Context: an optimization exercise on an open-source flow, tuned for small area and a short achievable clock period. The choices shown serve that exercise and are no tape-out recipe.
Function was checked by simulation only, so behaviour that the tests miss may differ from the original.
Power is estimated from default activity; no workload was simulated.

==> flow/design.v (outline; a module is shown in full before it is edited, if it fits) <==
// module DSP48A1_simplified: 1811 lines
// module dsp_fa: 4 lines
// module dsp_ha: 4 lines
module DSP48A1_simplified (P, A, B, D, C, clk, rst_n);
  // ...
==> flow/run.sh <==
#!/bin/bash
# synth_recipe.tcl (not shown) runs the flow's synth.tcl, then flattens the netlist and writes it again
# the make line also repeats each setting of config.mk as NAME=value (left out here)
make -C /OpenROAD-flow-scripts/flow DESIGN_CONFIG=/design/flow/config.mk WORK_HOME=/design/flow/orfs CLKGATE_MAP_FILE= SYNTH_SCRIPT=/design/flow/synth_recipe.tcl finish
==> flow/config.mk <==
export PLATFORM = sky130hd
export DESIGN_NAME = DSP48A1_simplified
export DESIGN_NICKNAME = DSP48A1_simplified
export VERILOG_FILES = /design/flow/design.v
export SDC_FILE = /design/flow/constraint.sdc
export NUM_CORES = 4
export LEC_CHECK = 0
export CAP_MARGIN = 20
export CORE_MARGIN = 2
export CORE_UTILIZATION = 40
export SETUP_SLACK_MARGIN = 3.5
export SLEW_MARGIN = 20
export SYNTH_HIERARCHICAL = 1
==> flow/constraint.sdc <==
create_clock -name core_clock -period 6.5 [get_ports {clk}]
set_input_delay 1.3000 -clock core_clock [delete_from_list [all_inputs] [get_ports {clk}]]
set_output_delay 1.3000 -clock core_clock [all_outputs]
set_load 0.01 [all_outputs]
==> impl_metrics.yaml, run 1 <==
run_status:
  status: "finished clean"
critical_path:
  path_common_cell: "a21o_4"
  r2r_setup_slack_ns: 3.34
clock_tree:
  cts_setup_buffers: 90
  cts_tree: "done"
  cts_root_buffer: "clkbuf_16"
  hold_buffers: 0
synthesis:
  synth_area_leaders: "dfxtp_1 (27%), fa_1 (22%), xnor2_1 (11%)"
  ys_warn_count: 7
  muxShareOfSynthArea_pct: 2.72
  synth_seq_cells: 218
  syn_area_per_cell_um2: 10.5
  synth_top_family_by_area: "adder cells"
  synth.top_cell.area_share_pct: 27.4
pwr:
  powerClk_uw: 1370
  p_seq_share_pct: 20.1
final_layout:
  n_clock_buffer: 37
  multi_input_area_share_pct: 56.9
  top_area_cell_class: "multi-input combinational cells"
  multi_input_area_um2: 12000
global_routing:
  gr-total-overflow: 0
  grt_util_met2_pct: 34.1
placement:
  post_dp_cell_area_um2: 17800
  pre_cts_slack_ns: 2.77
routing:
  top_layer: "met4"
  dr.pass1.iters: 6
timing:
  timing.fmax_mhz: 317
==> run 2, diff against run 1 <==
--- a/flow/config.mk
+++ b/flow/config.mk
@@ -5,6 +5,7 @@
 export SDC_FILE = /design/flow/constraint.sdc
 export NUM_CORES = 4
 export LEC_CHECK = 0
+export ABC_AREA = 1
 export CAP_MARGIN = 20
 export CORE_MARGIN = 2
 export CORE_UTILIZATION = 40
==> impl_metrics.yaml, run 2 <==
run_status:
  status: "finished clean"
synthesis:
  netlist_area_um2: 16500
  synth_edf_count: 0
  synth_fp_nets: 2291
  synth.top_cell.area_share_pct: 26.5
  ys_seq_area_share_pct: 26.5
  ys_warn_count: 7
  synth_top_cell_by_area: "dfxtp_1"
  synth_seq_cells: 218
  synth_ff_type: "dfxtp_1"
  synth_area_leaders: "dfxtp_1 (27%), fa_1 (21%), xor2_1 (10%)"
  syn_area_per_cell_um2: 8.71
  syn_inst: 1890
  async_flop_share_pct: 0
  synth_most_common_cell: "nand2_1"
  yosys.cell_types.count: 43
  synth_commonest_cells: "nand2_1 (356), inv_1 (224), dfxtp_1 (218), xor2_1 (194), fa_1 (175)"
critical_path:
  path_class: "reg2reg"
  cp.arrival_ns: 3.76
  crit_path_end_kind: "flop"
  crit_path_start_kind: "flop"
  path_max_fanout: 5
  crit_required_ns: 6.98
timing:
  finClkSkew_ns: 0.0221
  period_share_pct: 50.4
  final_hold_viol_count: 0
  setup_tns_ns: 0
  tightest_slew_ns: 0.724
  setup_violations: 0
  rsz0062_at_grt: "yes"
  report.final.slew_viol_count: 0
  timing.fmax_mhz: 305
  relSlewSlack_pct: 51.7
  period_needed_ns: 3.28
floorplan:
  die_w_um: 207
  num_rows: 74
  core_um2: 40700
  die_h_um: 207
  start_util_pct: 40.4
  io_pins: 152
  die-area_um2: 42800
global_routing:
  grt_pass1_wl_um: 69900
  grt_max_degree: 71
  antenna_found_initial: 0
  grt_util_all_layers_pct: 20.7
  grt_pass1_vias: 13400
  gr-total-overflow: 0
routing:
  routed-via-count: 13700
  ant_nets: 0
  drt-total-wl_um: 44900
  first_iter_violations: 1253
  route.detailed.drc: 0
  dr.pass1.iters: 6
  viasPerCell: 5.15
  wire_per_inst_um: 16.9
job:
  maxCapViolations: 0
final_layout:
  largest_reg_flops: 48
  syn_to_final_growth_pct: 28.9
  nets: 2506
  final_common_cell: "nand2_1"
  layout_common_cells: "nand2_1 (356), inv_1 (207), dfxtp_1 (192), xor2_1 (174), clkdlybuf4s50_1 (150)"
  drive_above_1_share_pct: 18.1
  antenna_cells: 0
  top_register: "P"
  reg.largest.list: "P (48), S (19), A_r (18)"
placement:
  io_buffers: 151
  dp_hpwl_um: 30400
  gp_congestion: 0.912
pwr:
  p_leak_uw: 0.0102
  ir_drop_mv: 0.249
  total_power_uw: 10200
  p_per_area_nw_per_um2: 483
clock_tree:
  worstSkewPairLatency_ns: 0.54
  hold_buffers: 0
  cts_buffers: 25
  cts_max_level: 1
  cts_tree: "done"
  cts_root_buffer: "clkbuf_16"
  cts_max_path_buffers: 3
  cts_sinks: 218
  path_clk_slew_ns: 0.06
hold_path:
  hold_class: "reg2reg"
run 2: cell types whose count changed after synthesis, moves of 22 or more:
| cell | delta |
|---|---|
| nand2_1 | +299 |
| xnor2_1 | -192 |
| nor2_1 | +23 |
| a22oi_1 | -154 |
| inv_1 | +174 |
| nand3_1 | +33 |
| xor2_1 | +178 |
| and2_1 | -76 |
| a21oi_1 | +30 |
| o22ai_1 | +170 |
| mux2_2 | -35 |
| clkbuf_1 | -35 |
| clkinv_1 | +22 |
run 2: worst paths after layout:
check                           slack (ns)  startpoint  cells past startpoint  endpoint
worst max-delay path                  3.22     A_r[14]                     10     R2_18
worst min-delay path                  0.42        S[0]                      1     B2[0]
worst max register to register        3.22     A_r[14]                     10     R2_18
worst min register to register        0.42        S[0]                      1     B2[0]
run 2: stage by stage:
stage	hold slack [ns]	area (um^2)	std cells	worst slack (ns)	util (%)
global placement	0.420	18300	2486	2.86	44.9
floorplan	0.392	16500	1890	3.41	-
CTS	0.425	20400	2611	3.32	50.1
finish	0.417	21200	2653	3.22	52.1
detailed placement	0.418	18300	2486	2.86	45.0
global route	0.440	21200	2653	3.19	52.1
run 2: worst max-delay path: stages (launching register included):
cell        delay [ns]
dfxtp_4           0.37
buf_12            0.12
clkinvlp_4        0.17
o22ai_1           0.26
xor2_1            0.27
fa_1              0.48
fa_1              0.47
fa_1              0.43
fa_1              0.55
nand2_1           0.05
inv_1             0.07
run 2: cell families (layout without fill, tap and decap cells):
kind of cell / count (synthesis) / after routing / synth area share, %
buffers and inverters: 341 / 572 / 8.00
adders and majority gates: 297 / 297 / 30.6
DFF: 218 / 218 / 26.5
and+or+nand+nor: 555 / 555 / 14.0
AOI/OAI and AO/OA: 279 / 279 / 10.2
xor gates and xnor gates: 200 / 200 / 10.6
run 2: per-module statistics from Yosys, one instance, submodules excluded:
module              times used  flip-flops and latches  area [um^2]
DSP48A1_simplified           1                     218        12500
dsp_fa                     168                       0         20.0
dsp_ha                      46                       0         12.5
run 2: routing by layer:
| metal | routed length [um] | global-route usage [%] | vias to the layer above |
|---|---|---|---|
| met4 | 1650 | 7.32 | 0 |
| met5 | 0 | 0 | - |
| li1 | - | - | 6464 |
| met3 | 4090 | 4.29 | 128 |
| met2 | 20400 | 33.2 | 637 |
| met1 | 18800 | 27.8 | 6441 |
run 2: layout make-up:
| cell class | instances | area (um^2) |
|---|---|---|
| tap | 532 | 666 |
| sequential | 218 | 4450 |
| multi-input combinational | 1331 | 11400 |
| timing repair inverter | 20 | 148 |
| fill | 3712 | 19500 |
| timing repair buffer | 263 | 2580 |
| inverter | 246 | 1080 |
| clock inverter | 6 | 110 |
| clock buffer | 37 | 761 |
run 2: repair_timing:
action,4_1_cts,5_1_grt
pin swaps,24,30
buffers inserted,63,41
cloned,19,1
setup endpoints to repair,78,51
resized for setup,174,95
run 2: report_power, final:
part,switching (uW),internal [uW],leakage (uW)
combinational,3730,3030,0.00798
sequential,219,1790,0.00183
clock,547,920,0.000423
==> run 3, diff against run 2 <==
==> flow/flow/run.sh (new file) <==
#!/bin/bash
set -uo pipefail
export BUFFER_PORTS_ARGS="-buffer_cell sky130_fd_sc_hd__buf_1"
export CTS_ARGS="-sink_clustering_enable -repair_clock_nets -dont_use_dummy_load -buf_list sky130_fd_sc_hd__clkbuf_8 -sink_clustering_size 14 -sink_clustering_max_diameter 80"
bash standard.sh > standard.log 2>&1
==> flow/standard.sh (new file) <==
#!/bin/bash
# synth_recipe.tcl (not shown) runs the flow's synth.tcl, then flattens the netlist and writes it again
# the make line also repeats each setting of config.mk as NAME=value (left out here)
make -C /OpenROAD-flow-scripts/flow DESIGN_CONFIG=/design/flow/config.mk WORK_HOME=/design/flow/orfs CLKGATE_MAP_FILE= SYNTH_SCRIPT=/design/flow/synth_recipe.tcl "${@:-finish}"
--- a/flow/config.mk
+++ b/flow/config.mk
@@ -5,10 +5,10 @@
 export SDC_FILE = /design/flow/constraint.sdc
 export NUM_CORES = 4
 export LEC_CHECK = 0
-export ABC_AREA = 1
 export CAP_MARGIN = 20
 export CORE_MARGIN = 2
 export CORE_UTILIZATION = 40
 export SETUP_SLACK_MARGIN = 3.5
 export SLEW_MARGIN = 20
 export SYNTH_HIERARCHICAL = 1
+export TNS_END_PERCENT = 10
removed: flow/run.sh
==> impl_metrics.yaml, run 3 <==
hold_path:
  hp-start: "S[0]"
  hold_class: "reg2reg"
  hold_path_end: "B2[0]"
  hold_depth: 1
clock_tree:
  cts_root_buffer: "clkbuf_8"
  cts_max_level: 1
  cts_sinks: 218
  cts_buffers: 20
  path_clk_slew_ns: 0.10
  cts_max_path_buffers: 3
  cts_tree: "done"
  hold_buffers: 0
  worstSkewPairLatency_ns: 0.56
global_routing:
  grt_max_degree: 85
  gr-total-overflow: 0
  grt_util_all_layers_pct: 20.3
  antenna_found_initial: 0
  grt_pass1_vias: 12200
  grt_pass1_wl_um: 66500
synthesis:
  synth_top_cell_by_area: "dfxtp_1"
  synth_most_common_cell: "dfxtp_1"
  ys_seq_area_share_pct: 27.4
  syn_area_per_cell_um2: 10.5
  synth_area_leaders: "dfxtp_1 (27%), fa_1 (22%), xnor2_1 (11%)"
  synth_edf_count: 0
  synth_seq_cells: 218
  synth_ff_type: "dfxtp_1"
  syn_inst: 1524
  synth.top_cell.area_share_pct: 27.4
  async_flop_share_pct: 0
  netlist_area_um2: 15900
  synth_commonest_cells: "dfxtp_1 (218), xnor2_1 (198), fa_1 (175), a22oi_1 (154), ha_1 (122)"
  yosys.cell_types.count: 53
  ys_warn_count: 7
  synth_fp_nets: 1925
critical_path:
  reg2reg_to: "P[45]"
  crit_path_start_kind: "flop"
  cp.arrival_ns: 3.60
  rr_startpoint: "R1_26"
  path_max_fanout: 6
  path_class: "reg2reg"
  crit_required_ns: 6.99
  r2r_setup_slack_ns: 3.39
  ff2ff_path_depth: 9
  crit_path_end_kind: "flop"
routing:
  first_iter_violations: 752
  routed-via-count: 11400
  drt-total-wl_um: 41100
  route.detailed.drc: 0
  wire_per_inst_um: 18.9
  dr.pass1.iters: 6
  ant_nets: 0
  viasPerCell: 5.27
final_layout:
  largest_reg_flops: 48
  antenna_cells: 0
  multi_input_area_um2: 11300
  drive_above_1_share_pct: 13.6
  final_area_um2: 18100
  reg.largest.list: "P (48), S (19), A_r (18)"
  nets: 2048
  syn_to_final_growth_pct: 13.5
  fill_cells: 3679
  layout_common_cells: "xnor2_1 (197), dfxtp_1 (177), fa_1 (159), a22oi_1 (150), buf_1 (150)"
  final_common_cell: "xnor2_1"
  final-seq-area_um2: 4510
  top_register: "P"
floorplan:
  start_util_pct: 40.3
  num_rows: 73
  die-area_um2: 41500
  die_w_um: 204
  core_um2: 39500
  io_pins: 152
  die_h_um: 204
timing:
  setup_tns_ns: 0
  timing.fmax_mhz: 322
  setup_violations: 0
  final_hold_viol_count: 0
  report.final.slew_viol_count: 0
  relSlewSlack_pct: 46.6
  rsz0062_at_grt: "yes"
  tightest_slew_ns: 0.800
  period_share_pct: 47.8
  finClkSkew_ns: 0.0266
  period_needed_ns: 3.11
placement:
  gp_congestion: 0.837
  dp_hpwl_um: 28000
  post_dp_cell_area_um2: 16800
  io_buffers: 151
pwr:
  p_per_area_nw_per_um2: 502
  p_leak_uw: 0.00719
  ir_drop_mv: 0.151
  total_power_uw: 9080
run_status:
  status: "finished clean"
job:
  maxCapViolations: 0
run 3: cell types whose count changed after synthesis, moves of 30 or more:
cell,previous run,this run
a21oi_1,70,40
a22oi_1,0,154
and2_1,1,77
clkbuf_1,60,95
inv_1,224,50
mux2_2,0,35
nand2_1,356,57
nand3_1,45,12
o22ai_1,170,0
xnor2_1,6,198
xor2_1,194,16
run 3: layout make-up:
cell class	count	area share, %
Sequential cell	218	24.9
Tap cell	525	3.63
Clock buffer	20	1.52
Multi-Input combinational cell	1142	62.3
Timing Repair Buffer	214	6.50
Inverter	51	1.07
run 3: stage by stage:
stage | hold WS [ns] | cells | setup WS (ns) | util, %
floorplan | 0.384 | 1524 | 3.36 | -
global route | 0.448 | 2170 | 3.28 | 45.7
CTS | 0.433 | 2166 | 3.39 | 45.4
detailed placement | 0.427 | 2095 | 2.56 | 42.5
finish | 0.423 | 2170 | 3.39 | 45.7
global placement | 0.416 | 2095 | 2.67 | 42.5
run 3: report_power, final:
group | total [uW] | switching (uW) | internal, uW
sequential | 2140 | 344 | 1800
combinational | 6220 | 3110 | 3110
clock | 720 | 444 | 276
run 3: how the worst max path moves through the flow:
stage,end,slack (ns),start
4_1_cts,P[32],3.39,R1_25
2_1_floorplan,R2_21,3.36,C[19]
5_1_grt,R0_27,3.28,A_r[13]
3_5_place_dp,R0_45,2.56,rst_n
6_report,P[45],3.39,R1_26
3_3_place_gp,R0_45,2.67,rst_n
run 3: kinds of logic (layout without fill, tap and decap cells):
| kind of cell | count (synthesis) | after routing | synth area share (%) |
|---|---|---|---|
| fa+ha+maj | 297 | 297 | 31.6 |
| compound gates | 296 | 297 | 13.2 |
| simple gates | 295 | 295 | 9.47 |
| buf+inv | 165 | 285 | 3.93 |
| mux | 39 | 39 | 2.72 |
| flops | 218 | 218 | 27.4 |
| xor+xnor | 214 | 214 | 11.8 |
run 3: timing repair:
item,in CTS,in global routing
pin swaps,30,10
cloned,1,0
gates resized for setup,134,16
setup endpoints to repair,101,63
buffers inserted,50,4
run 3: routing by layer:
layer	routed length (um)	GRT usage (%)
met5	0	0
met4	1140	7.33
met3	2740	3.74
met2	18800	32.6
met1	18300	27.3
run 3: Yosys stat by module (local to each module, per instance):
module              times used  cell area (um^2)
dsp_ha                      46              12.5
dsp_fa                     168              20.0
DSP48A1_simplified           1             12000
run 3: critical path, cell delays in order, from the launching register on:
cell,delay [ns]
dfxtp_1,0.33
fa_1,0.47
ha_1,0.40
nand4_2,0.16
or3_1,0.38
a21o_4,0.22
a21o_4,0.21
a41o_4,0.24
or4_1,0.49
a21oi_2,0.14
==> run 4, diff against run 3 <==
--- a/flow/config.mk
+++ b/flow/config.mk
@@ -8,7 +8,7 @@
 export CAP_MARGIN = 20
 export CORE_MARGIN = 2
 export CORE_UTILIZATION = 40
-export SETUP_SLACK_MARGIN = 3.5
+export SETUP_SLACK_MARGIN = 3.3
 export SLEW_MARGIN = 20
 export SYNTH_HIERARCHICAL = 1
 export TNS_END_PERCENT = 10
==> impl_metrics.yaml, run 4 <==
global_routing:
  grt_pass1_vias: 11800
  antenna_found_initial: 0
  grt_pass1_wl_um: 63300
  grt_util_all_layers_pct: 19.1
  gr-total-overflow: 0
  grt_max_degree: 85
timing:
  setup_tns_ns: 0
  setup_violations: 0
  period_share_pct: 48.9
  timing.fmax_mhz: 314
  final_hold_viol_count: 0
  report.final.slew_viol_count: 0
  tightest_slew_ns: 0.810
  hold_ws_ns: 0.422
  relSlewSlack_pct: 46.0
  period_needed_ns: 3.18
  finClkSkew_ns: 0.0507
  rsz0062_at_grt: "yes"
clock_tree:
  cts_sinks: 218
  path_clk_slew_ns: 0.09
  cts_tree: "done"
  cts_max_level: 1
  cts_buffers: 21
  cts_root_buffer: "clkbuf_8"
  worstSkewPairLatency_ns: 0.57
  cts_max_path_buffers: 3
final_layout:
  final_common_cell: "xnor2_1"
  syn_to_final_growth_pct: 9.77
  drive_above_1_share_pct: 9.39
  antenna_cells: 0
  top_register: "P"
  reg.largest.list: "P (48), S (19), A_r (18)"
  layout_common_cells: "xnor2_1 (198), dfxtp_1 (178), fa_1 (175), a22oi_1 (154), buf_1 (150)"
  final_area_um2: 17500
  fin_cells: 2123
  nets: 2001
  largest_reg_flops: 48
critical_path:
  path_class: "reg2reg"
  crit_required_ns: 6.98
  cp.arrival_ns: 3.66
  crit_path_start_kind: "flop"
  path_max_fanout: 5
  crit_path_end_kind: "flop"
routing:
  viasPerCell: 5.25
  ant_nets: 0
  route.detailed.drc: 0
  routed-via-count: 11200
  drt-total-wl_um: 39000
  wire_per_inst_um: 18.4
  first_iter_violations: 716
  dr.pass1.iters: 5
synthesis:
  ys_warn_count: 7
  yosys.cell_types.count: 53
  async_flop_share_pct: 0
  syn_area_per_cell_um2: 10.5
  synth_seq_cells: 218
  netlist_area_um2: 15900
  synth_commonest_cells: "dfxtp_1 (218), xnor2_1 (198), fa_1 (175), a22oi_1 (154), ha_1 (122)"
  synth_ff_type: "dfxtp_1"
  synth_area_leaders: "dfxtp_1 (27%), fa_1 (22%), xnor2_1 (11%)"
  synth.top_cell.area_share_pct: 27.4
  ys_seq_area_share_pct: 27.4
  synth_fp_nets: 1925
  synth_edf_count: 0
  syn_inst: 1524
  synth_most_common_cell: "dfxtp_1"
  synth_top_cell_by_area: "dfxtp_1"
floorplan:
  die_h_um: 204
  num_rows: 73
  die_w_um: 204
  io_pins: 152
  start_util_pct: 40.3
  die-area_um2: 41500
  core_um2: 39500
placement:
  dp_hpwl_um: 28000
  post_dp_cell_area_um2: 16800
  gp_congestion: 0.831
  io_buffers: 151
  dpl.cell_count: 2095
job:
  maxCapViolations: 0
pwr:
  ir_drop_mv: 0.164
  power.internal_uw: 5040
  switching_share_pct: 43.0
  p_per_area_nw_per_um2: 505
  power_frac_clock_pct: 8.3
  combPwrFrac_pct: 67.3
  switchingPower_uw: 3800
  p_leak_uw: 0.00691
  p_seq_share_pct: 24.4
hold_path:
  hold_class: "reg2reg"
run_status:
  status: "finished clean"
[run 4: cell count changes in the layout (fill, tap and decap cells not counted), sizes merged]
cell    before  now
buf        213  165
clkbuf      21   22
[run 4: cell families (layout without fill, tap and decap cells)]
logic type / count (synthesis) / count (layout) / synth area share [%]
multiplexers: 39 / 39 / 2.72
buffers and inverters: 165 / 238 / 3.93
adder cells (fa/ha/maj): 297 / 297 / 31.6
AND/OR/NAND/NOR: 295 / 295 / 9.47
AO/OA/AOI/OAI: 296 / 297 / 13.2
flip-flops: 218 / 218 / 27.4
XOR/XNOR: 214 / 214 / 11.8
[run 4: critical path: stages, from the launching register on]
cell and delay (ns):
dfxtp_2 0.33, fa_1 0.53, ha_4 0.32, and4_4 0.24, nand2_2 0.07, nand4b_4 0.22
a21o_4 0.29, a21o_4 0.24, a41o_4 0.24, buf_4 0.14, or3_1 0.33, a21oi_1 0.14
[run 4: per-module statistics from Yosys, one instance, submodules excluded]
module,area [um^2],flops+latches
dsp_ha,12.5,0
DSP48A1_simplified,12000,218
dsp_fa,20.0,0
[run 4: cell type report]
type / count / area, um^2
timing repair buffer: 166 / 683
multi-input combinational: 1142 / 11200
fill: 3778 / 22100
sequential: 218 / 4480
tap: 525 / 657
inverter: 51 / 194
clock buffer: 21 / 289
[run 4: worst paths after layout]
| kind | depth (start not counted) | from | end | slack (ns) |
|---|---|---|---|---|
| max reg2reg | 11 | R2_14 | P[44] | 3.32 |
| min reg2reg | 1 | S[0] | B2[0] | 0.42 |
| max | 11 | R2_14 | P[44] | 3.32 |
| min | 1 | S[0] | B2[0] | 0.42 |
[run 4: repair_timing]
| item | 4_1_cts | 5_1_grt |
|---|---|---|
| gates cloned | 0 | 1 |
| setup endpoints to repair | 79 | 30 |
| buffers inserted | 2 | 4 |
| pin swaps | 4 | 10 |
| resized for setup | 62 | 37 |
| hold buffers | 0 | 0 |
[run 4: layer usage]
metal  track usage [%]  share of wire, %  vias to the layer above
met5                 0                 0                        -
li1                  -                 -                     5338
met2              31.3                46                      317
met1              26.5                46                     5455
met4              4.90               1.7                        0
met3              2.80               6.3                       43
[run 4: through the flow]
stage | util (%) | worst slack, ns | power, uW
6_report | 44.2 | 3.32 | 8840
5_1_grt | 44.2 | 3.22 | 9940
4_1_cts | 43.7 | 3.27 | 8770
3_5_place_dp | 42.5 | 2.63 | 7850
3_3_place_gp | 42.5 | 2.65 | 7760
2_1_floorplan | - | 3.26 | 6370
[run 4: power groups by stage]
stage,Sequential (uW),Clock [uW],Combinational [uW]
floorplan,2010,0,4360
global placement,2170,0,5590
detailed placement,2180,0,5670
CTS,2160,779,5830
global route,2210,816,6910
finish,2160,732,5950
==> run 5, diff against run 4 <==
==> flow/flow/run.sh (replaced) <==
#!/bin/bash
# The standard layout (standard.sh: the standard synthesis, then ORFS to the
# routed layout), with two changes made through ORFS's own variables:
#  - the port buffers are plain buf_1 cells instead of the delay-cell buffers
#    that port buffering picks by default (every port still gets its own buffer);
#  - clock tree synthesis uses clkbuf_8 buffers with sink clusters of at most
#    14 flip-flops (80 um across) and no dummy loads, instead of clkbuf_16 leaves.
# All make/tool output goes to standard.log in this folder.
set -uo pipefail
export BUFFER_PORTS_ARGS="-buffer_cell sky130_fd_sc_hd__buf_1"
export CTS_ARGS="-sink_clustering_enable -repair_clock_nets -dont_use_dummy_load -buf_list sky130_fd_sc_hd__clkbuf_8 -sink_clustering_size 14 -sink_clustering_max_diameter 80"
bash standard.sh > standard.log 2>&1
==> impl_metrics.yaml, run 5 <==
synthesis:
  synth_top_cell_by_area: "dfxtp_1"
  ys_seq_area_share_pct: 27.4
  syn_inst: 1524
  synth_commonest_cells: "dfxtp_1 (218), xnor2_1 (198), fa_1 (175), a22oi_1 (154), ha_1 (122)"
  synth_most_common_cell: "dfxtp_1"
  yosys.cell_types.count: 53
  ys_warn_count: 7
  netlist_area_um2: 15900
  async_flop_share_pct: 0
  syn_area_per_cell_um2: 10.5
  synth_ff_type: "dfxtp_1"
  synth_fp_nets: 1925
  synth.top_cell.area_share_pct: 27.4
  synth_area_leaders: "dfxtp_1 (27%), fa_1 (22%), xnor2_1 (11%)"
  synth_edf_count: 0
  synth_seq_cells: 218
timing:
  period_needed_ns: 3.18
  hold_ws_ns: 0.422
  final_hold_viol_count: 0
  rsz0062_at_grt: "yes"
  finClkSkew_ns: 0.0507
  setup_violations: 0
  relSlewSlack_pct: 46.0
  setup_tns_ns: 0
  period_share_pct: 48.9
  timing.fmax_mhz: 314
  tightest_slew_ns: 0.810
  report.final.slew_viol_count: 0
pwr:
  ir_drop_mv: 0.164
  p_leak_uw: 0.00691
  p_per_area_nw_per_um2: 505
critical_path:
  cp.arrival_ns: 3.66
  rr_startpoint: "R2_14"
  path_class: "reg2reg"
  crit_required_ns: 6.98
  crit_path_start_kind: "flop"
  startpoint: "R2_14"
  crit_path_end_kind: "flop"
  path_max_fanout: 5
final_layout:
  syn_to_final_growth_pct: 9.77
  largest_reg_flops: 48
  top_register: "P"
  final_common_cell: "xnor2_1"
  layout_common_cells: "xnor2_1 (198), dfxtp_1 (178), fa_1 (175), a22oi_1 (154), buf_1 (150)"
  reg.largest.list: "P (48), S (19), A_r (18)"
  antenna_cells: 0
  nets: 2001
  drive_above_1_share_pct: 9.39
clock_tree:
  cts_root_buffer: "clkbuf_8"
  cts_max_level: 1
  worstSkewPairLatency_ns: 0.57
  cts_max_path_buffers: 3
  path_clk_slew_ns: 0.09
  cts_buffers: 21
  cts_sinks: 218
  cts_tree: "done"
routing:
  first_iter_violations: 716
  viasPerCell: 5.25
  drt-total-wl_um: 39000
  ant_nets: 0
  route.detailed.drc: 0
  dr.pass1.iters: 5
  routed-via-count: 11200
  wire_per_inst_um: 18.4
floorplan:
  start_util_pct: 40.3
  die_w_um: 204
  die_h_um: 204
  die-area_um2: 41500
  num_rows: 73
  io_pins: 152
  core_um2: 39500
placement:
  io_buffers: 151
  gp_congestion: 0.831
  dp_hpwl_um: 28000
global_routing:
  grt_util_all_layers_pct: 19.1
  grt_pass1_wl_um: 63300
  gr-total-overflow: 0
  use_met3_pct: 2.80
  top_usage_layer: "met2"
  use_met1_pct: 26.5
  grt_pass1_vias: 11800
  grt_max_degree: 85
  antenna_found_initial: 0
  grt_util_met2_pct: 31.3
hold_path:
  hold_class: "reg2reg"
  hp-start: "S[0]"
job:
  maxCapViolations: 0
run_status:
  status: "finished clean"
==> run 5: cell counts in the layout (fill, tap and decap cells not counted) <==
Identical to the previous run, type by type.
==> run 5: kinds of logic (layout without fill, tap and decap cells) <==
logic type      after synthesis  after routing  share of synthesized area (%)
compound gates              296            297                           13.2
xor+xnor                    214            214                           11.8
fa+ha+maj                   297            297                           31.6
buf+inv                     165            238                           3.93
flops                       218            218                           27.4
mux                          39             39                           2.72
simple gates                295            295                           9.47
==> run 5: routing by layer <==
layer / vias up / wire length [um]
met5: - / 0
met4: 0 / 654
met3: 43 / 2460
met2: 317 / 18100
met1: 5455 / 17800
li1: 5338 / -
==> run 5: area by class of cell <==
cell class | count | area (um^2)
Fill cell | 3778 | 22100
Multi-Input combinational cell | 1142 | 11200
Sequential cell | 218 | 4480
Timing Repair Buffer | 166 | 683
Tap cell | 525 | 657
Clock buffer | 21 | 289
Inverter | 51 | 194
==> run 5: worst max-delay path, cell delays in order (launching register included) <==
cell	delay, ns
dfxtp_2	0.33
fa_1	0.53
ha_4	0.32
and4_4	0.24
nand2_2	0.07
nand4b_4	0.22
a21o_4	0.29
a21o_4	0.24
a41o_4	0.24
buf_4	0.14
or3_1	0.33
a21oi_1	0.14
==> run 5: repair_timing <==
action,CTS,global route
hold buffers,0,0
pin swaps,4,10
setup endpoints to repair,79,30
buffers inserted,2,4
cloned,0,1
gates resized for setup,62,37
==> run 5: modules after synthesis (local to each module, per instance) <==
module | cell area [um^2] | copies in the design | flip-flops and latches | cells inside
DSP48A1_simplified | 12000 | 1 | 218 | 1310
dsp_fa | 20.0 | 168 | 0 | 1
dsp_ha | 12.5 | 46 | 0 | 1
==> run 5: worst paths after layout <==
kind         endpoint  slack, ns  cells past startpoint
min reg2reg     B2[0]       0.42                      1
max             P[44]       3.32                     11
max reg2reg     P[44]       3.32                     11
min             B2[0]       0.42                      1
==> run 5: power by group <==
group,switching (uW),internal (uW)
Combinational,3000,2950
Clock,444,288
Sequential,361,1800
Total,3800,5040
==> run 5: per-stage QoR <==
stage                     instance area, um^2  setup WS [ns]  instances  utilization, %  power (uW)
final                                   17500           3.32       2123            44.2        8840
after global placement                  16800           2.65       2095            42.5        7760
after CTS                               17300           3.27       2118            43.7        8770
after global routing                    17500           3.22       2123            44.2        9940
after floorplan                         16000           3.26       1524               -        6370
after detailed placement                16800           2.63       2095            42.5        7850
==> run 6, diff against run 5 <==
--- a/flow/config.mk
+++ b/flow/config.mk
@@ -11,4 +11,4 @@
 export SETUP_SLACK_MARGIN = 3.3
 export SLEW_MARGIN = 20
 export SYNTH_HIERARCHICAL = 1
-export TNS_END_PERCENT = 10
+export TNS_END_PERCENT = 0
==> impl_metrics.yaml, run 6 <==
critical_path:
  cpMaxStageDelayCell: "fa_1"
  r2r_setup_slack_ns: 3.34
  crit_chain: "fa_1 -> ha_4 -> and4_4 -> nand2_2 -> nand4b_4 -> a21o_4 -> a21o_4 -> a41o_4 -> or4_1 -> a21oi_1"
  critPathMaxStageDelay_ns: 0.52
  crit_path_end_kind: "flop"
  path_buf_inv: 0
  path_class: "reg2reg"
  ff2ff_path_depth: 10
  reg2reg_to: "P[45]"
  crit_family: "simple AND/OR/NAND/NOR gates"
  path_max_fanout: 7
  crit_path_start_kind: "flop"
  crit_required_ns: 6.97
  rr_startpoint: "R1_15"
  startpoint: "R1_15"
  cp.arrival_ns: 3.63
  path_common_cell: "a21o_4"
pwr:
  power.internal_uw: 5110
  switching_share_pct: 43.1
  p_leak_uw: 0.00693
  p_seq_share_pct: 24.0
  combPwrFrac_pct: 67.9
  p_per_area_nw_per_um2: 511
  power_frac_clock_pct: 8.2
  switchingPower_uw: 3870
  total_power_uw: 8980
  ir_drop_mv: 0.182
routing:
  routed-via-count: 11300
  drt-total-wl_um: 39200
  dr.pass1.iters: 5
  wire_per_inst_um: 18.5
  ant_nets: 0
  viasPerCell: 5.31
  first_iter_violations: 650
  route.detailed.drc: 0
synthesis:
  syn_area_per_cell_um2: 10.5
  synth_seq_cells: 218
  yosys.cell_types.count: 53
  ys_seq_area_share_pct: 27.4
  synth_most_common_cell: "dfxtp_1"
  synth_edf_count: 0
  synth_area_leaders: "dfxtp_1 (27%), fa_1 (22%), xnor2_1 (11%)"
  ys_warn_count: 7
  synth_ff_type: "dfxtp_1"
  syn_inst: 1524
  synth_top_cell_by_area: "dfxtp_1"
  synth_fp_nets: 1925
  netlist_area_um2: 15900
  synth.top_cell.area_share_pct: 27.4
  synth_commonest_cells: "dfxtp_1 (218), xnor2_1 (198), fa_1 (175), a22oi_1 (154), ha_1 (122)"
  async_flop_share_pct: 0
floorplan:
  die_h_um: 204
  io_pins: 152
  num_rows: 73
  die-area_um2: 41500
  die_w_um: 204
  core_um2: 39500
  start_util_pct: 40.3
hold_path:
  hold_path_end: "B2[0]"
  hold_depth: 1
  hold_class: "reg2reg"
  hp-start: "S[0]"
final_layout:
  drive_above_1_share_pct: 9.88
  fin_cells: 2125
  layout_common_cells: "xnor2_1 (197), dfxtp_1 (178), fa_1 (174), a22oi_1 (154), buf_1 (150)"
  final_core_util_pct: 44.5
  syn_to_final_growth_pct: 10.4
  fill_cells: 3769
  final_common_cell: "xnor2_1"
  reg.largest.list: "P (48), S (19), A_r (18)"
  top_register: "P"
  antenna_cells: 0
  largest_reg_flops: 48
  nets: 2003
timing:
  rsz0062_at_grt: "yes"
  setup_violations: 0
  timing.fmax_mhz: 317
  report.final.slew_viol_count: 0
  period_share_pct: 48.6
  tightest_slew_ns: 1.03
  finClkSkew_ns: 0.0611
  final_hold_viol_count: 0
  relSlewSlack_pct: 31.2
  period_needed_ns: 3.16
  hold_ws_ns: 0.406
  setup_tns_ns: 0
global_routing:
  antenna_found_initial: 1
  gr-total-overflow: 0
  grt_util_all_layers_pct: 19.1
  grt_pass1_wl_um: 63200
  grt_max_degree: 116
  grt_pass1_vias: 11700
clock_tree:
  cts_sinks: 218
  path_clk_slew_ns: 0.09
  worstSkewPairLatency_ns: 0.57
  cts_max_level: 1
  cts_root_buffer: "clkbuf_8"
  cts_max_path_buffers: 3
  cts_tree: "done"
  cts_buffers: 21
job:
  maxCapViolations: 0
placement:
  dpl.cell_count: 2096
  dp_hpwl_um: 28000
  gp_congestion: 0.848
  io_buffers: 151
run_status:
  status: "finished clean"
==> run 6: cell counts after synthesis <==
Identical to the previous run, type by type.
==> run 6: layer usage <==
metal	wire length (um)	GRT usage, %
met2	18200	30.8
met1	17900	26.7
met4	608	4.90
met3	2470	2.94
met5	13	0
==> run 6: final cells by class <==
class	instances	area (um^2)	share of cell area (%)
flip-flops and latches	218	4500	25.6
repair buffers	168	698	3.97
well taps	525	657	3.73
multi-input cells	1142	11300	64.0
inverters	51	191	1.09
clock buffers	21	289	1.64
==> run 6: timing repair <==
| action | CTS | global route |
|---|---|---|
| setup buffers | 1 | 6 |
| gates resized for setup | 53 | 60 |
| pin swaps | 3 | 22 |
| endpoints found under the setup margin | 74 | 34 |
| hold endpoints to repair | 0 | 0 |
| gates cloned | 0 | 1 |
| hold buffers | 0 | 0 |
==> run 6: per-module statistics from Yosys, one instance, submodules excluded <==
module	times used	cells inside	cell area (um^2)
DSP48A1_simplified	1	1310	12000
dsp_ha	46	1	12.5
dsp_fa	168	1	20.0
==> run 6: how the worst max path moves through the flow <==
stage / cells after the start / slack [ns] / endpoint
final: 10 / 3.34 / P[45]
after global routing: 10 / 3.24 / P[46]
after CTS: 7 / 3.27 / R2_21
after detailed placement: 6 / 2.89 / R2_21
after global placement: 6 / 2.93 / R2_21
after floorplan: 8 / 3.25 / R2_21
==> run 6: power groups by stage <==
| stage | sequential [uW] | combinational [uW] | clock, uW |
|---|---|---|---|
| final | 2150 | 6100 | 735 |
| after global routing | 2210 | 7020 | 833 |
| after CTS | 2150 | 5840 | 781 |
| after detailed placement | 2180 | 5690 | 0 |
| after global placement | 2170 | 5620 | 0 |
| after floorplan | 2010 | 4350 | 0 |
==> run 6: cell families after synthesis <==
logic type               count (synthesis)  share of synthesized area, %
AND/OR/NAND/NOR                        295                          9.47
flip-flops                             218                          27.4
adder cells (fa/ha/maj)                297                          31.6
buffers and inverters                  165                          3.93
multiplexers                            39                          2.72
AO/OA/AOI/OAI                          296                          13.2
XOR/XNOR                               214                          11.8
==> run 6: worst reg2reg max path, delay by kind of cell (launching register included) <==
kind,cells,cell delay [ns]
simple gates,4,0.98
compound gates,4,0.90
fa+ha+maj,2,0.85
flops,1,0.33
==> run 6: stage by stage <==
stage	cell area, um^2	setup slack (ns)
floorplan	16000	3.25
global placement	16800	2.93
detailed placement	16800	2.89
CTS	17300	3.27
global route	17600	3.24
finish	17600	3.34
==> run 7, diff against run 6 <==
--- a/flow/config.mk
+++ b/flow/config.mk
@@ -8,7 +8,7 @@
 export CAP_MARGIN = 20
 export CORE_MARGIN = 2
 export CORE_UTILIZATION = 40
-export SETUP_SLACK_MARGIN = 3.3
+export SETUP_SLACK_MARGIN = 3.6
 export SLEW_MARGIN = 20
 export SYNTH_HIERARCHICAL = 1
 export TNS_END_PERCENT = 0
==> impl_metrics.yaml, run 7 <==
run_status:
  status: "finished clean"
critical_path:
  crit_path_start_kind: "flop"
  path_max_fanout: 3
  path_common_cell: "buf_4"
  crit_path_end_kind: "flop"
  cp.arrival_ns: 3.65
  critPathMaxStageDelay_ns: 0.56
  rr_startpoint: "R0_16"
  reg2reg_to: "P[32]"
  r2r_setup_slack_ns: 3.34
  path_class: "reg2reg"
  crit_required_ns: 6.99
  crit_chain: "fa_1 -> ha_1 -> and4_4 -> buf_4 -> buf_4 -> a2bb2oi_4 -> a21o_4 -> buf_4 -> a31oi_4 -> or2_4 -> fa_2 -> and2_1"
  ff2ff_path_depth: 12
  cpMaxStageDelayCell: "fa_1"
timing:
  finClkSkew_ns: 0.0369
  timing.fmax_mhz: 317
  rsz0062_at_grt: "yes"
  setup_tns_ns: 0
  final_hold_viol_count: 0
  relSlewSlack_pct: 47.6
  tightest_slew_ns: 0.786
  period_share_pct: 48.6
  period_needed_ns: 3.16
  report.final.slew_viol_count: 0
  setup_violations: 0
final_layout:
  antenna_cells: 0
  final_common_cell: "xnor2_1"
  drive_above_1_share_pct: 10.1
  final_area_um2: 17500
  final_core_util_pct: 44.4
  syn_to_final_growth_pct: 10.1
  nets: 2003
  top_register: "P"
  reg.largest.list: "P (48), S (19), A_r (18)"
  layout_common_cells: "xnor2_1 (197), dfxtp_1 (174), fa_1 (171), a22oi_1 (154), buf_1 (150)"
  largest_reg_flops: 48
placement:
  gp_congestion: 0.852
  io_buffers: 151
  post_dp_cell_area_um2: 16800
  dp_hpwl_um: 27900
global_routing:
  grt_pass1_wl_um: 61700
  grt_pass1_vias: 11400
  grt_util_all_layers_pct: 18.7
  gr-total-overflow: 0
  antenna_found_initial: 1
  grt_max_degree: 86
floorplan:
  start_util_pct: 40.3
  die_w_um: 204
  io_pins: 152
  die_h_um: 204
  die-area_um2: 41500
  num_rows: 73
  core_um2: 39500
clock_tree:
  cts_max_level: 1
  path_clk_slew_ns: 0.10
  worstSkewPairLatency_ns: 0.55
  cts_buffers: 20
  cts_tree: "done"
  cts_sinks: 218
  cts_root_buffer: "clkbuf_8"
  cts_max_path_buffers: 3
  hold_buffers: 0
routing:
  first_iter_violations: 649
  route.detailed.drc: 0
  viasPerCell: 5.21
  wire_per_inst_um: 18.1
  dr.pass1.iters: 5
  drt-total-wl_um: 38400
  routed-via-count: 11100
  ant_nets: 0
synthesis:
  ys_seq_area_share_pct: 27.4
  async_flop_share_pct: 0
  synth_edf_count: 0
  synth_most_common_cell: "dfxtp_1"
  synth_area_leaders: "dfxtp_1 (27%), fa_1 (22%), xnor2_1 (11%)"
  synth.top_cell.area_share_pct: 27.4
  synth_commonest_cells: "dfxtp_1 (218), xnor2_1 (198), fa_1 (175), a22oi_1 (154), ha_1 (122)"
  synth_fp_nets: 1925
  ys_warn_count: 7
  yosys.cell_types.count: 53
  synth_ff_type: "dfxtp_1"
  synth_seq_cells: 218
  synth_top_cell_by_area: "dfxtp_1"
  netlist_area_um2: 15900
  syn_area_per_cell_um2: 10.5
  syn_inst: 1524
pwr:
  ir_drop_mv: 0.146
  p_leak_uw: 0.00694
  p_per_area_nw_per_um2: 502
hold_path:
  hp-start: "S[0]"
  hold_depth: 1
  hold_path_end: "B2[0]"
  hold_class: "reg2reg"
job:
  maxCapViolations: 0
## run 7: cell counts after synthesis
Identical to the previous run, type by type.
## run 7: critical path: cells and delay by family (launching register included)
kind            cells  cell delay [ns]
buf+inv             3             0.38
simple gates        3             0.58
flops               1             0.33
compound gates      3             0.47
fa+ha+maj           3             1.34
## run 7: cell type report
class                           instances  area (um^2)
Timing Repair Buffer                  170          713
Inverter                               51          194
Fill cell                            3736        22000
Multi-Input combinational cell       1141        11200
Sequential cell                       218         4500
Tap cell                              525          657
Clock buffer                           20          275
## run 7: worst max-delay path by stage
stage,startpoint,to,depth (start not counted)
floorplan,C[19],R2_21,5
global placement,rst_n,R0_45,7
detailed placement,rst_n,R0_45,7
CTS,R2_19,P[45],10
global route,R0_18,P[45],10
finish,R0_16,P[32],12
## run 7: what timing repair did
| item | 4_1_cts | 5_1_grt |
|---|---|---|
| buffers inserted | 7 | 4 |
| gates resized for setup | 91 | 21 |
| pin swaps | 20 | 12 |
| endpoints found under the setup margin | 109 | 87 |
## run 7: layer usage
metal  up-vias  global-route usage (%)  part of all wire (%)
met4         2                    4.93                   1.5
met3        51                    2.56                   4.9
met5         -                       0                 0.034
met2       294                    31.2                    48
li1       5326                       -                     -
met1      5396                    25.5                    46
## run 7: where the power goes
part	internal, uW	switching, uW
registers	1800	372
clock network	276	441
logic	2950	2970
total	5030	3780
## run 7: per-module statistics from Yosys, one instance, submodules excluded
module	copies in the design	flops+latches	area [um^2]	cells inside
DSP48A1_simplified	1	218	12000	1310
dsp_fa	168	0	20.0	1
dsp_ha	46	0	12.5	1
## run 7: cell families after synthesis
family,share of synthesized area [%]
muxes,2.72
and+or+nand+nor,9.47
buffers and inverters,3.93
AOI/OAI and AO/OA,13.2
xor gates and xnor gates,11.8
adders and majority gates,31.6
DFF,27.4
## run 7: through the flow
step           hold WS (ns)  worst slack [ns]  power, uW  std cells
2_1_floorplan         0.384              3.36       6380       1524
3_3_place_gp          0.427              2.66       7760       2094
3_5_place_dp          0.423              2.59       7840       2094
4_1_cts               0.427              3.35       8840       2121
5_1_grt               0.463              3.25       9910       2125
6_report              0.426              3.34       8810       2125
==> run 8, diff against run 7 <==
--- a/flow/config.mk
+++ b/flow/config.mk
@@ -8,7 +8,7 @@
 export CAP_MARGIN = 20
 export CORE_MARGIN = 2
 export CORE_UTILIZATION = 40
-export SETUP_SLACK_MARGIN = 3.6
+export SETUP_SLACK_MARGIN = 3.5
 export SLEW_MARGIN = 20
 export SYNTH_HIERARCHICAL = 1
 export TNS_END_PERCENT = 0
==> impl_metrics.yaml, run 8 <==
timing:
  report.final.slew_viol_count: 0
  tightest_slew_ns: 0.786
  setup_tns_ns: 0
  period_needed_ns: 3.16
  finClkSkew_ns: 0.0369
  period_share_pct: 48.6
  final_hold_viol_count: 0
  timing.fmax_mhz: 317
  rsz0062_at_grt: "yes"
  relSlewSlack_pct: 47.6
  setup_violations: 0
synthesis:
  async_flop_share_pct: 0
  syn_area_per_cell_um2: 10.5
  netlist_area_um2: 15900
  synth_ff_type: "dfxtp_1"
  ys_warn_count: 7
  synth_top_cell_by_area: "dfxtp_1"
  synth_commonest_cells: "dfxtp_1 (218), xnor2_1 (198), fa_1 (175), a22oi_1 (154), ha_1 (122)"
  ys_seq_area_share_pct: 27.4
  syn_inst: 1524
  synth_seq_cells: 218
  yosys.cell_types.count: 53
  synth.top_cell.area_share_pct: 27.4
  synth_edf_count: 0
  synth_fp_nets: 1925
  synth_most_common_cell: "dfxtp_1"
  synth_area_leaders: "dfxtp_1 (27%), fa_1 (22%), xnor2_1 (11%)"
clock_tree:
  cts_sinks: 218
  cts_tree: "done"
  cts_buffers: 20
  path_clk_slew_ns: 0.10
  hold_buffers: 0
  cts_root_buffer: "clkbuf_8"
  worstSkewPairLatency_ns: 0.55
  cts_max_path_buffers: 3
  cts_max_level: 1
final_layout:
  antenna_cells: 0
  syn_to_final_growth_pct: 10.1
  largest_reg_flops: 48
  reg.largest.list: "P (48), S (19), A_r (18)"
  final_common_cell: "xnor2_1"
  final_area_um2: 17500
  fill_cells: 3736
  drive_above_1_share_pct: 10.1
  top_register: "P"
  nets: 2003
  layout_common_cells: "xnor2_1 (197), dfxtp_1 (174), fa_1 (171), a22oi_1 (154), buf_1 (150)"
floorplan:
  die_w_um: 204
  die_h_um: 204
  num_rows: 73
  core_um2: 39500
  die-area_um2: 41500
  start_util_pct: 40.3
  io_pins: 152
pwr:
  power.internal_uw: 5030
  p_seq_share_pct: 24.7
  switchingPower_uw: 3780
  ir_drop_mv: 0.146
  switching_share_pct: 42.9
  p_per_area_nw_per_um2: 502
  p_leak_uw: 0.00694
  power_frac_clock_pct: 8.1
  combPwrFrac_pct: 67.2
critical_path:
  crit_chain: "fa_1 -> ha_1 -> and4_4 -> buf_4 -> buf_4 -> a2bb2oi_4 -> a21o_4 -> buf_4 -> a31oi_4 -> or2_4 -> fa_2 -> and2_1"
  cpMaxStageDelayCell: "fa_1"
  crit_required_ns: 6.99
  path_class: "reg2reg"
  path_common_cell: "buf_4"
  crit_path_end_kind: "flop"
  crit_path_start_kind: "flop"
  path_max_fanout: 3
  cp.arrival_ns: 3.65
  critPathMaxStageDelay_ns: 0.56
routing:
  routed-via-count: 11100
  ant_nets: 0
  viasPerCell: 5.21
  route.detailed.drc: 0
  first_iter_violations: 649
  dr.pass1.iters: 5
  wire_per_inst_um: 18.1
  drt-total-wl_um: 38400
global_routing:
  gr-total-overflow: 0
  grt_pass1_vias: 11400
  grt_max_degree: 86
  grt_util_all_layers_pct: 18.7
  antenna_found_initial: 1
  grt_pass1_wl_um: 61700
job:
  maxCapViolations: 0
hold_path:
  hold_class: "reg2reg"
placement:
  gp_congestion: 0.852
  post_dp_cell_area_um2: 16800
  dp_hpwl_um: 27900
  io_buffers: 151
run_status:
  status: "finished clean"
## run 8: cell counts in the layout (fill, tap and decap cells not counted)
No cell type changed its count.
## run 8: routing by layer
| layer | up-vias | wire length, um | part of all wire [%] | global-route usage [%] |
|---|---|---|---|---|
| met3 | 51 | 1880 | 4.9 | 2.56 |
| li1 | 5326 | - | - | - |
| met1 | 5396 | 17700 | 46 | 25.5 |
| met4 | 2 | 578 | 1.5 | 4.93 |
| met2 | 294 | 18200 | 48 | 31.2 |
| met5 | - | 13 | 0.034 | 0 |
## run 8: final timing paths
check / from / to / slack [ns] / cells after the start
max: R0_16 / P[32] / 3.34 / 12
min: S[0] / B2[0] / 0.43 / 1
max reg2reg: R0_16 / P[32] / 3.34 / 12
min reg2reg: S[0] / B2[0] / 0.43 / 1
## run 8: power by group through the flow
stage / Clock (uW) / Sequential (uW) / Combinational [uW]
after floorplan: 0 / 2010 / 4370
after global routing: 802 / 2220 / 6890
after detailed placement: 0 / 2200 / 5640
after global placement: 0 / 2190 / 5570
after CTS: 756 / 2170 / 5910
final: 718 / 2170 / 5920
## run 8: modules after synthesis (local to each module, per instance)
module / flip-flops and latches / cell area, um^2 / cells
DSP48A1_simplified: 218 / 12000 / 1310
dsp_fa: 0 / 20.0 / 1
dsp_ha: 0 / 12.5 / 1
## run 8: final cells by class
cell class              instances  area, um^2  area share, %
multi-input cells            1141       11200           63.9
flip-flops and latches        218        4500           25.7
repair buffers                170         713           4.06
well taps                     525         657           3.74
clock buffers                  20         275           1.57
inverters                      51         194           1.11
## run 8: critical path, delay by kind of cell (launching register included)
family | cells | cell delay, ns
buf+inv | 3 | 0.38
simple gates | 3 | 0.58
flops | 1 | 0.33
fa+ha+maj | 3 | 1.34
compound gates | 3 | 0.47
## run 8: cell families (layout without fill, tap and decap cells)
logic type,after synthesis,count (layout),synth area share [%]
adders and majority gates,297,297,31.6
AOI/OAI and AO/OA,296,296,13.2
and+or+nand+nor,295,295,9.47
DFF,218,218,27.4
xor gates and xnor gates,214,214,11.8
buffers and inverters,165,241,3.93
muxes,39,39,2.72
## run 8: repair_timing
action                     in CTS  in global routing
buffers inserted                7                  4
pin swaps                      20                 12
setup endpoints to repair     100                 69
gates resized for setup        91                 21
## run 8: metrics by stage
stage | worst slack (ns) | power, uW | util (%) | hold WS [ns] | std cells
2_1_floorplan | 3.36 | 6380 | - | 0.384 | 1524
3_3_place_gp | 2.66 | 7760 | 42.5 | 0.427 | 2094
3_5_place_dp | 2.59 | 7840 | 42.5 | 0.423 | 2094
4_1_cts | 3.35 | 8840 | 44.1 | 0.427 | 2121
5_1_grt | 3.25 | 9910 | 44.4 | 0.463 | 2125
6_report | 3.34 | 8810 | 44.4 | 0.426 | 2125
==> run 9, diff against run 8 <==
--- a/flow/config.mk
+++ b/flow/config.mk
@@ -8,7 +8,7 @@
 export CAP_MARGIN = 20
 export CORE_MARGIN = 2
 export CORE_UTILIZATION = 40
-export SETUP_SLACK_MARGIN = 3.5
+export SETUP_SLACK_MARGIN = 3.4
 export SLEW_MARGIN = 20
 export SYNTH_HIERARCHICAL = 1
 export TNS_END_PERCENT = 0
==> impl_metrics.yaml, run 9 <==
run_status:
  status: "finished clean"
clock_tree:
  cts_root_buffer: "clkbuf_8"
  cts_sinks: 218
  cts_max_path_buffers: 3
  path_clk_slew_ns: 0.09
  cts_max_level: 1
  cts_tree: "done"
  cts_buffers: 20
  worstSkewPairLatency_ns: 0.55
placement:
  gp_congestion: 0.851
  post_dp_cell_area_um2: 16800
  io_buffers: 151
  dp_hpwl_um: 28100
synthesis:
  synth.top_cell.area_share_pct: 27.4
  ys_warn_count: 7
  synth_seq_cells: 218
  yosys.cell_types.count: 53
  syn_area_per_cell_um2: 10.5
  synth_xor_area_share_pct: 11.8
  ys_seq_area_share_pct: 27.4
  async_flop_share_pct: 0
  synth_top_cell_by_area: "dfxtp_1"
  synth_top_family_by_area: "adder cells"
  netlist_area_um2: 15900
  synth_compound_area_share_pct: 13.2
  muxShareOfSynthArea_pct: 2.72
  synth_commonest_cells: "dfxtp_1 (218), xnor2_1 (198), fa_1 (175), a22oi_1 (154), ha_1 (122)"
  synthSimpleGateAreaFrac_pct: 9.47
  synth_fp_nets: 1925
  synth_edf_count: 0
  synth_most_common_cell: "dfxtp_1"
  synth_fa_ha_area_share_pct: 31.6
  syn_inst: 1524
  synth_ff_type: "dfxtp_1"
  synth_area_leaders: "dfxtp_1 (27%), fa_1 (22%), xnor2_1 (11%)"
pwr:
  ir_drop_mv: 0.153
  switchingPower_uw: 3790
  combPwrFrac_pct: 67.5
  p_seq_share_pct: 24.4
  power.internal_uw: 5020
  p_per_area_nw_per_um2: 503
  p_leak_uw: 0.00691
  switching_share_pct: 43.0
  power_frac_clock_pct: 8.1
critical_path:
  critPathMaxStageDelay_ns: 0.62
  r2r_setup_slack_ns: 3.38
  path_class: "reg2reg"
  crit_family: "adder cells"
  reg2reg_to: "R2_18"
  rr_startpoint: "A_r[1]"
  crit_required_ns: 6.94
  crit_path_end_kind: "flop"
  ff2ff_path_depth: 7
  cp.arrival_ns: 3.57
  path_common_cell: "fa_1"
  crit_chain: "a22oi_1 -> xnor2_1 -> fa_1 -> fa_1 -> fa_1 -> fa_1 -> and2_1"
  crit_path_start_kind: "flop"
  cpMaxStageDelayCell: "dfxtp_2"
  path_max_fanout: 20
  path_buf_inv: 0
timing:
  period_needed_ns: 3.12
  report.final.slew_viol_count: 0
  period_share_pct: 48.1
  final_hold_viol_count: 0
  rsz0062_at_grt: "yes"
  timing.fmax_mhz: 320
  hold_ws_ns: 0.398
  setup_violations: 0
  setup_tns_ns: 0
  tightest_slew_ns: 1.04
  finClkSkew_ns: 0.0449
  relSlewSlack_pct: 30.5
floorplan:
  die_w_um: 204
  num_rows: 73
  core_um2: 39500
  die-area_um2: 41500
  start_util_pct: 40.3
  io_pins: 152
  die_h_um: 204
routing:
  drt-total-wl_um: 38700
  route.detailed.drc: 0
  viasPerCell: 5.25
  first_iter_violations: 614
  wire_per_inst_um: 18.2
  routed-via-count: 11200
  ant_nets: 0
  dr.pass1.iters: 5
global_routing:
  grt_pass1_vias: 11600
  grt_max_degree: 116
  antenna_found_initial: 1
  grt_pass1_wl_um: 62400
  grt_util_all_layers_pct: 18.9
  gr-total-overflow: 0
hold_path:
  hp-start: "S[0]"
  hold_depth: 1
  hold_class: "reg2reg"
  hold_path_end: "B2[0]"
final_layout:
  reg.largest.list: "P (48), S (19), A_r (18)"
  largest_reg_flops: 48
  final_common_cell: "xnor2_1"
  final_area_um2: 17500
  nets: 2003
  final_core_util_pct: 44.2
  drive_above_1_share_pct: 9.38
  fill_cells: 3739
  layout_common_cells: "xnor2_1 (198), dfxtp_1 (182), fa_1 (173), a22oi_1 (154), buf_1 (150)"
  top_register: "P"
  syn_to_final_growth_pct: 9.79
job:
  maxCapViolations: 0
==> run 9: cell counts after synthesis <==
No cell type changed its count.
==> run 9: how the worst max path moves through the flow <==
stage                 end  cells past startpoint  slack, ns   start
finish              R2_18                      7       3.38  A_r[1]
global route        P[33]                     11       3.22   R2_25
CTS                 P[45]                     10       3.38   R2_17
detailed placement  R2_21                      6       2.93   BN[4]
global placement    R2_21                      6       2.95   BN[4]
floorplan           R2_21                      9       3.34   B2[2]
==> run 9: per-layer routing <==
| metal | up-vias | wire [um] | track usage (%) |
|---|---|---|---|
| met5 | - | 0 | 0 |
| met4 | 0 | 791 | 5.11 |
| met3 | 47 | 2470 | 3.39 |
| li1 | 5345 | - | - |
| met2 | 322 | 18000 | 31.1 |
| met1 | 5448 | 17500 | 25.7 |
==> run 9: worst reg2reg max path: stages (launching register included) <==
cell and delay, ns:
dfxtp_2 0.62, a22oi_1 0.20, xnor2_1 0.18, fa_1 0.41
fa_1 0.48, fa_1 0.57, fa_1 0.40, and2_1 0.16
==> run 9: final cells by class <==
class	count	area [um^2]	share of cell area, %
tap	525	657	3.75
clock buffer	20	275	1.57
sequential	218	4490	25.6
timing repair buffer	169	709	4.05
inverter	51	191	1.09
antenna	1	2.50	0.0143
multi-input combinational	1142	11200	63.9
==> run 9: timing repair <==
action | 4_1_cts | 5_1_grt
pin swaps | 10 | 1
endpoints found under the setup margin | 84 | 43
setup buffers | 7 | 0
endpoints found under the hold margin | 0 | 0
hold buffers | 0 | 0
gates resized for setup | 89 | 7
cloned | 1 | 0
==> run 9: power by group through the flow <==
stage / Clock (uW) / Combinational, uW / Sequential [uW]
floorplan: 0 / 4360 / 2010
global placement: 0 / 5630 / 2170
detailed placement: 0 / 5690 / 2180
CTS: 754 / 5970 / 2150
global route: 808 / 6890 / 2200
finish: 713 / 5950 / 2150
==> run 9: kinds of logic (layout without fill, tap and decap cells) <==
logic type	count (synthesis)	after routing
compound gates	296	297
xor+xnor	214	214
fa+ha+maj	297	297
buf+inv	165	240
flops	218	218
mux	39	39
other cells	0	1
simple gates	295	295
==> run 9: per-stage QoR <==
stage	std cells	worst slack, ns	total power [uW]
3_3_place_gp	2097	2.95	7800
4_1_cts	2125	3.38	8880
2_1_floorplan	1524	3.34	6380
6_report	2126	3.38	8810
5_1_grt	2125	3.22	9900
3_5_place_dp	2097	2.93	7870
==> run 9: per-module statistics from Yosys (local to each module, per instance) <==
module              copies in the design  area (um^2)
DSP48A1_simplified                     1        12000
dsp_fa                               168         20.0
dsp_ha                                46         12.5

-- what the ideal ports hide --
No port has a modelled driver above. Below, the same layouts with a new extraction and two added sets of constraints.
Step 1 assumes that a clkbuf_16 drives the clock port and a buf_2 every other input.
Step 2, shift: input delay + t, output delay - t, t = (earliest + latest rising clock arrival at the registers) / 2. This alone moves slack from input paths to output paths.
a / b / c = no drivers / after step 1 / after step 2; a / b = the first two.
| run | shift t [ns] | slack for setup (ns) | slew at the worst register clock pin (ns) | worst data-port slew with drivers (ns) |
|---|---|---|---|---|
| run 1 | 0.603 | 3.344 / 3.344 / 2.910 | 0.06 / 0.06 | 0.06 |
| run 2 | 0.583 | 3.225 / 3.225 / 2.816 | 0.06 / 0.06 | 0.06 |
| run 3 | 0.595 | 3.390 / 3.390 / 3.050 | 0.10 / 0.10 | 0.07 |
| run 4 | 0.589 | 3.320 / 3.320 / 2.911 | 0.09 / 0.09 | 0.06 |
| run 5 | 0.589 | 3.320 / 3.320 / 2.911 | 0.09 / 0.09 | 0.06 |
| run 6 | 0.593 | 3.342 / 3.342 / 2.938 | 0.09 / 0.09 | 0.06 |
| run 7 | 0.576 | 3.341 / 3.341 / 2.844 | 0.10 / 0.10 | 0.06 |
| run 8 | 0.576 | 3.341 / 3.341 / 2.844 | 0.10 / 0.10 | 0.06 |
| run 9 | 0.578 | 3.375 / 3.375 / 3.044 | 0.09 / 0.09 | 0.06 |
After both steps setup and hold are still met in every run listed.
